Context: an optimization exercise on an open-source flow, tuned for small area, a short achievable clock period and few clock cycles per item. The choices shown serve that exercise and are no tape-out recipe. Where RTL was checked, it was by simulation tests only, not by an equivalence proof against the original. The clock input has no modelled driver; a real chip could not lean on it and would need a root buffer or a full tree. Power is estimated from default activity; no workload was simulated.

## trial 31
## AEC
module AEC(clk, rst, ascii_in, ready, valid, result);
input clk;
input rst;
input ready;
input [7:0] ascii_in;
output valid;
output [6:0] result;
localparam [3:0] OP_NOP  = 4'b0000;     
localparam [3:0] OP_EQ   = 4'b0010;
localparam [3:0] OP_LP   = 4'b0001;     
localparam [3:0] OP_LPT  = 4'b0011;     
localparam [3:0] OP_RP   = 4'b0100;
localparam [3:0] OP_MUL  = 4'b0110;
localparam [3:0] OP_ADD  = 4'b1000;
localparam [3:0] OP_SUB  = 4'b1001;
reg       c_dig;
reg [3:0] c_v;
wire is_eq  = ~c_dig & (c_v == OP_EQ);
wire is_lp  = ~c_dig & ~c_v[3] & c_v[0];
wire is_lpt = ~c_dig & ~c_v[3] & c_v[1] & c_v[0];
wire is_rp  = ~c_dig & (c_v == OP_RP);
wire is_as  = ~c_dig & c_v[3];
wire is_sub = ~c_dig & c_v[3] & c_v[0];
wire is_open = ~c_dig & ~c_v[3] & ~c_v[2] & (c_v[0] | ~c_v[1]);   
wire a_grp = ~ascii_in[6] & ~ascii_in[4];           
wire a_num = ~ascii_in[6] &  ascii_in[4] & ~(ascii_in[3] & ascii_in[2]);
wire a_eq  = ~ascii_in[6] &  ascii_in[4] &   ascii_in[3] & ascii_in[2];
wire a_dig = ascii_in[6] | a_num;
wire [3:0] a_val = ascii_in[6] ? ascii_in[3:0] + 4'd9 : ascii_in[3:0];
reg  [3:0] a_op;
always @* begin
    case (ascii_in[2:0])
        3'b000:  a_op = is_open ? OP_LPT : OP_LP;
        3'b001:  a_op = OP_RP;
        3'b010:  a_op = OP_MUL;
        3'b011:  a_op = OP_ADD;
        default: a_op = OP_SUB;
    endcase
    if (!a_grp)
        a_op = a_eq ? OP_EQ : OP_NOP;
end
reg       out_v;
wire      clr = ~c_dig & (c_v == OP_NOP);
always @(posedge clk) begin
    if (rst || is_eq) begin
        c_dig <= 1'b0;
        c_v   <= OP_NOP;
        out_v <= 1'b0;
    end else begin
        c_dig <= a_dig;
        c_v   <= a_dig ? a_val : a_op;
        out_v <= a_eq;
    end
end
reg [6:0] S, M;
reg [6:0] R;                     
  ...
Size: about 77 flip-flops, about 19 I/O pins, ~4200 um^2 of cells after synthesis.
==> module AEC, before the edit <==
module AEC(clk, rst, ascii_in, ready, valid, result);
input clk;
input rst;
input ready;
input [7:0] ascii_in;
output valid;
output [6:0] result;
localparam [3:0] OP_NOP  = 4'b0000;     
localparam [3:0] OP_EQ   = 4'b0010;
localparam [3:0] OP_LP   = 4'b0001;     
localparam [3:0] OP_LPT  = 4'b0011;     
localparam [3:0] OP_RP   = 4'b0100;
localparam [3:0] OP_MUL  = 4'b0110;
localparam [3:0] OP_ADD  = 4'b1000;
localparam [3:0] OP_SUB  = 4'b1001;
reg       c_dig;
reg [3:0] c_v;
wire is_eq  = ~c_dig & (c_v == OP_EQ);
wire is_lp  = ~c_dig & ~c_v[3] & c_v[0];
wire is_lpt = ~c_dig & ~c_v[3] & c_v[1] & c_v[0];
wire is_rp  = ~c_dig & (c_v == OP_RP);
wire is_as  = ~c_dig & c_v[3];
wire is_sub = ~c_dig & c_v[3] & c_v[0];
wire is_open = ~c_dig & ~c_v[3] & ~c_v[2] & (c_v[0] | ~c_v[1]);   
wire a_grp = ~ascii_in[6] & ~ascii_in[4];           
wire a_num = ~ascii_in[6] &  ascii_in[4] & ~(ascii_in[3] & ascii_in[2]);
wire a_eq  = ~ascii_in[6] &  ascii_in[4] &   ascii_in[3] & ascii_in[2];
wire a_dig = ascii_in[6] | a_num;
wire [3:0] a_val = ascii_in[6] ? ascii_in[3:0] + 4'd9 : ascii_in[3:0];
reg  [3:0] a_op;
always @* begin
    case (ascii_in[2:0])
        3'b000:  a_op = is_open ? OP_LPT : OP_LP;
        3'b001:  a_op = OP_RP;
        3'b010:  a_op = OP_MUL;
        3'b011:  a_op = OP_ADD;
        default: a_op = OP_SUB;
    endcase
    if (!a_grp)
        a_op = a_eq ? OP_EQ : OP_NOP;
end
reg       out_v;
wire      clr = ~c_dig & (c_v == OP_NOP);
always @(posedge clk) begin
    if (rst || is_eq) begin
        c_dig <= 1'b0;
        c_v   <= OP_NOP;
        out_v <= 1'b0;
    end else begin
        c_dig <= a_dig;
        c_v   <= a_dig ? a_val : a_op;
        out_v <= a_eq;
    end
end
reg [6:0] S, M;
reg [6:0] R;                     
reg [5:0] mark;                  
reg [1:0] sp;                    
reg [6:0] DS0, DS1, DS2;         
reg [6:0] DK1, DK2;
reg [6:0] K;
wire [6:0] ctxK = (sp == 2'd1) ? 7'd1 : (sp == 2'd2) ? DK1 : DK2;
wire [6:0] ctxS = (sp == 2'd1) ? DS0 : (sp == 2'd2) ? DS1 : DS2;
wire [6:0] pp0 = c_v[0] ? M : 7'd0;
wire [6:0] pp1 = c_v[1] ? {M[5:0], 1'b0} : 7'd0;
wire [6:0] pp2 = c_v[2] ? {M[4:0], 2'b0} : 7'd0;
wire [6:0] pp3 = c_v[3] ? {M[3:0], 3'b0} : 7'd0;
wire [6:0] prod = (pp0 + pp1) + (pp2 + pp3);
wire push = is_lp & ~is_lpt;
wire pop  = is_rp & ~mark[0];
wire [6:0] Kpm = is_sub ? -K : K;
reg  [6:0] S_n, M_n, K_n;
reg  [1:0] sp_n;
always @* begin
    S_n = S;
    M_n = M;
    K_n = K;
    sp_n = sp;
    if (clr) begin
        S_n = 7'd0;
        M_n = 7'd1;
        K_n = 7'd1;
        sp_n = 2'd0;
    end else begin
        if (c_dig)
            M_n = prod;
        if (is_as) begin
            S_n = R;
            M_n = Kpm;
        end
        if (push) begin
            S_n = 7'd0;
            K_n = M;
            sp_n = sp + 2'd1;
        end
        if (is_rp) begin
            S_n = pop ? ctxS : 7'd0;
            M_n = R;
        end
        if (pop) begin
            sp_n = sp - 2'd1;
            K_n = ctxK;
        end
    end
end
always @(posedge clk) begin
    S <= S_n;
    M <= M_n;
    K <= K_n;
    sp <= sp_n;
    R <= add7(S_n, M_n);
end
always @(posedge clk) begin
    if (is_lp)
        mark <= {mark[4:0], is_lpt};
    else if (is_rp)
        mark <= {1'b1, mark[5:1]};
end
always @(posedge clk) begin
    if (push) begin
        if (sp == 2'd0) DS0 <= S;
        if (sp == 2'd1) begin DS1 <= S; DK1 <= K; end
        if (sp == 2'd2) begin DS2 <= S; DK2 <= K; end
    end
end
assign valid = out_v;
assign result = R;
function [6:0] add7;
    input [6:0] x, y;
    integer i;
    reg c;
    begin
        c = 1'b0;
        for (i = 0; i < 7; i = i + 1) begin
            add7[i] = x[i] ^ y[i] ^ c;
            c = (x[i] & y[i]) | (c & (x[i] ^ y[i]));
        end
    end
endfunction
endmodule
clock: 10.0 ns
lec_check: 0
cap_margin: 20
core_margin: 2
core_utilization: 40
slew_margin: 20
standard.sh (not shown) runs the stock make flow with config.mk's settings and CLKGATE_MAP_FILE= SYNTH_SCRIPT=/design/flow/synth_recipe.tcl, a recipe that flattens the netlist after the stock synthesis.
==> flow/flow/run.sh <==
#!/bin/bash
# Standard ORFS layout, with:
#  - synthesis leaving adders to ABC (area script) instead of mapping them
#    onto the library's full/half-adder cells; same registers,
#  - ports buffered with buf_4 cells,
#  - a tighter setup target for repair_timing,
#  - the clock distributed by flow/cts_hook.tcl (one level of equal
#    buffers) instead of TritonCTS's two-level tree.
# Clock period and SDC are unchanged.
set -euo pipefail
bash standard.sh SETUP_SLACK_MARGIN=${MARGIN:-7.3} ADDER_MAP_FILE= ABC_AREA=1 \
  PRE_CTS_TCL=$PWD/flow/cts_hook.tcl \
  "BUFFER_PORTS_ARGS=-buffer_cell sky130_fd_sc_hd__buf_4" finish > std_flow.log 2>&1
Other scripts of this flow, unchanged in this note and not shown: flow/flow/cts_hook.tcl
Testbench counts of trial 31, summed over its fixed seeds: cycles 41,688, items 4,000.
The inputs of trial 36 differ from those of trial 31 as listed below.
--- a/flow/design.v
+++ b/flow/design.v
@@ -41,5 +41,5 @@
 end
 reg       out_v;
-wire      clr = ~c_dig & (c_v == OP_NOP);
+reg       clr;
 always @(posedge clk) begin
     if (rst || is_eq) begin
@@ -55,5 +55,5 @@
 reg [6:0] S, M;
 reg [6:0] R;                     
-reg [5:0] mark;                  
+reg [6:0] mark;                  
 reg [1:0] sp;                    
 reg [6:0] DS0, DS1, DS2;         
@@ -66,5 +66,5 @@
 wire [6:0] pp2 = c_v[2] ? {M[4:0], 2'b0} : 7'd0;
 wire [6:0] pp3 = c_v[3] ? {M[3:0], 3'b0} : 7'd0;
-wire [6:0] prod = (pp0 + pp1) + (pp2 + pp3);
+wire [6:0] prod = add7(add7(pp0, pp1), add7(pp2, pp3));
 wire push = is_lp & ~is_lpt;
 wire pop  = is_rp & ~mark[0];
@@ -113,7 +113,7 @@
 always @(posedge clk) begin
     if (is_lp)
-        mark <= {mark[4:0], is_lpt};
+        mark <= {mark[5:0], is_lpt};
     else if (is_rp)
-        mark <= {1'b1, mark[5:1]};
+        mark <= {1'b0, mark[6:1]};
 end
 always @(posedge clk) begin
@@ -124,4 +124,6 @@
     end
 end
+always @(posedge clk)
+    clr <= is_eq | rst;
 assign valid = out_v;
 assign result = R;
## What came out
- Trial 36 vs trial 31 on area after synthesis: trial 36 is the higher one.
- Trial 36 vs trial 31 — area taken by multi-input logic gates dropped slightly
- Higher post-synthesis register bit count goes to trial 36 over trial 31.
- Trial 36 completed end to end with timing, DRC and antenna clean.
- Final weighted congestion of routability-driven global placement: lower on trial 36
- Trial 36: share of the synthesized area in compound gates (AO/OA/AOI/OAI) higher than trial 31
- Re part of the cycle the worst path needs: trial 36 is 0.33 points up on trial 31.
- [trial 36 vs trial 31] wire length of the first global-routing pass: lower in trial 36
- Trial 36 vs trial 31 — net count of the mapped netlist dropped slightly
- Relative to trial 31, the leakage dissipation of trial 36 is higher by 0.59%.
- Re synthesized netlist cell count: trial 31 and trial 36 aren't equal, and the lower value belongs to trial 36.
- Trial 36 reports its standard cell with the maximum stage delay on the critical path as sky130_fd_sc_hd__dfxtp_2 while trial 31 reports sky130_fd_sc_hd__dfxtp_1.
- Lower minimum clock period after layout was reported by trial 31, not trial 36.
- On area of all placed cells without fillers, trial 36 does worse than trial 31.
For trial 36, only the layout was checked, not whether the RTL still works. In every run of this note, the design's own scripts or RTL, not TritonCTS, make the clock network.

-- static timing again, ports no longer ideal --
No port has a modelled driver above. Below, the same layouts with a new extraction and two added sets of constraints. Step 1, drivers: a clkbuf_16 drives clk and a buf_2 each remaining input, both assumed. Step 2 times the ports against the registers' clock, not the clock port: input delays grow and output delays shrink by t, the midpoint of the rising clock arrivals with the driver on. Three values: no drivers, after step 1, after step 2; two values: the first two.
run	t (ns)	slack for setup (ns)	worst hold slack (ns)	worst setup path after step 2	cell pins on the clock port's net
trial 31	0.218	7.360 / 7.297 / 7.187	0.494 / 0.494 / 0.494	input to register	3
trial 36	0.225	7.327 / 7.262 / 7.140	0.483 / 0.483 / 0.483	input to register	3
After both steps setup and hold are still met in every run listed. For trial 36, which loses most, drivers alone change the setup slack by -0.065 ns; drivers and shift together by -0.187 ns.
